Source: an optimization exercise on an open RTL-to-GDS flow (aim: a short achievable clock period and few clock cycles). Production flows keep margins and buffers that such runs may drop. Function was checked by simulation only, so behaviour that the tests miss may differ from the original. Power figures rest on the tool's default switching activity, not on a simulated workload.

== PW ==
// core
module core(
	input             clk      ,
	input             _rst     ,
	output     [31:0] inst_addr,
	input      [31:0] inst     ,
	output            data_w_en,
	output            data_r_en,
	output     [3:0]  data_sel ,
	output     [31:0] data_addr,
	output     [31:0] data_out ,
	input      [31:0] data_in
);
	reg  [31:0] pc_a, pc_b;
	reg         pc_sel;
	reg         x_valid;
	reg  [31:0] x_pc, x_cval, x_off, x_op1, x_op2, x_rs2v;
	reg  [4:0]  x_shamt;
	reg  [4:0]  x_rd;
	reg         x_we, x_load, x_store;
	reg  [2:0]  x_f3;
	reg         x_c_eq, x_c_ne, x_c_lt, x_c_ge, x_c_ltu, x_c_geu, x_c_jalr, x_pred;
	reg         x_r_add, x_r_sub, x_r_xor, x_r_or, x_r_and, x_r_sll, x_r_sr,
	            x_r_slt, x_r_sltu, x_r_pci, x_r_cval;
	reg         x_sra;
	reg         m_valid, m_we, m_load;
	reg  [4:0]  m_rd;
	reg  [31:0] m_res;
	reg  [2:0]  m_f3;
	reg  [1:0]  m_a;
	reg         m_w_en, m_r_en;
	reg  [3:0]  m_sel;
	reg  [31:0] m_addr, m_wdata;
	reg         w_wr;
	reg  [4:0]  w_rd;
	reg  [31:0] w_val;
	reg  [63:0]  bht;
	reg         x_fwd;
	reg         u_en, u_val;
	reg  [5:0]  u_idx;
	reg  [31:0] x_aval;
	reg         x_auipc;
	reg  [31:0] rf [1:31];
	reg         rst_q;
	reg  [31:0] ld;
	wire [7:0]  ld_b = m_a[1] ? (m_a[0] ? data_in[31:24] : data_in[23:16])
	                          : (m_a[0] ? data_in[15:8]  : data_in[7:0]);
	wire [15:0] ld_h = m_a[1] ? data_in[31:16] : data_in[15:0];
	always @(*) begin
		case (m_f3)
			3'd0:    ld = {{24{ld_b[7]}}, ld_b};
			3'd1:    ld = {{16{ld_h[15]}}, ld_h};
			3'd4:    ld = {24'd0, ld_b};
			3'd5:    ld = {16'd0, ld_h};
			default: ld = data_in;
		endcase
	end
	wire [31:0] wval = m_load ? ld : m_res;
	wire        m_wr = m_valid & m_we;
	assign data_w_en = m_w_en;
	assign data_r_en = m_r_en;
	assign data_sel  = m_sel;
	assign data_addr = m_addr;
	assign data_out  = m_wdata;
	wire [31:0] pc = pc_sel ? pc_b : pc_a;
	assign inst_addr = pc;
	wire [4:0] opc = inst[6:2];
	wire [4:0] rd  = inst[11:7];
	wire [2:0] f3  = inst[14:12];
	wire [4:0] rs1 = inst[19:15];
	wire [4:0] rs2 = inst[24:20];
	wire d_lui   = opc == 5'b01101;
	wire d_auipc = opc == 5'b00101;
  ...
Size: about 1600 flip-flops, about 170 I/O pins, ~93000 µm² of cells after synthesis.
==> flow/config.mk <==
export PLATFORM = sky130hd
export DESIGN_NAME = core
export DESIGN_NICKNAME = core
export VERILOG_FILES = /design/flow/design.v
export SDC_FILE = /design/flow/constraint.sdc
export NUM_CORES = 4
export LEC_CHECK = 0
export ABC_CLOCK_PERIOD_IN_PS = 3000
export CAP_MARGIN = 20
export CORE_MARGIN = 2
export CORE_UTILIZATION = 33
export PLACE_DENSITY = 0.5
export SETUP_SLACK_MARGIN = 3.6
export SLEW_MARGIN = 20
export TNS_END_PERCENT = 50
==> flow/constraint.sdc <==
create_clock -name core_clock -period 7.0 [get_ports {clk}]
set_input_delay 1.4000 -clock core_clock [delete_from_list [all_inputs] [get_ports {clk}]]
set_output_delay 1.4000 -clock core_clock [all_outputs]
set_load 0.01 [all_outputs]
run.sh (not shown) runs the stock make flow with config.mk's settings and CLKGATE_MAP_FILE= SYNTH_SCRIPT=/design/flow/synth_recipe.tcl, a recipe that flattens the netlist after the stock synthesis.
Testbench counts of PW, summed over its fixed seeds: cycles 54,821.
### PW -> AL
- PLACE_DENSITY changed from 0.5 to 0.6
- CORE_UTILIZATION changed from 33 to 40
==> run summary <==
PW → AL: design area saw a decrease, internal power saw a decrease, post-layout worst setup margin saw an increase, number of iterations in the first detailed-routing pass saw a decrease, post-synthesis to final-layout area growth saw a decrease.
Timing endpoint of the critical path: inst_addr[16] -> AL, inst_addr[13] -> PW

-- port drivers added, routing unchanged --
How much do the figures lean on ideal ports? The routed layouts below were timed once more, with nothing changed but the port constraints. Step 1 (the two cells are an assumption about what drives the block):
set clk [get_ports {clk}]
set_driving_cell -lib_cell sky130_fd_sc_hd__clkbuf_16 $clk
set_driving_cell -lib_cell sky130_fd_sc_hd__buf_2 [delete_from_list [all_inputs] $clk]
Step 2 times the ports against the registers' clock, not the clock port: input delays grow and output delays shrink by t, the midpoint of the rising clock arrivals with the driver on. Three values: ideal ports, drivers, drivers and shift; two values: the first two.
run	shift t [ns]	slack for setup (ns)	worst setup path at the end	latest minus earliest clock arrival (ns)	pins driven straight from the clock port
PW	0.974	3.325 / 3.025 / 2.051	input to register	0.094 / 0.094	1
AL	0.944	3.346 / 3.067 / 2.123	input to register	0.126 / 0.126	1
After both steps setup and hold are still met in every run listed. The setup slack of PW, which loses most, moves by -0.300 ns with the drivers and by -1.274 ns with both steps.
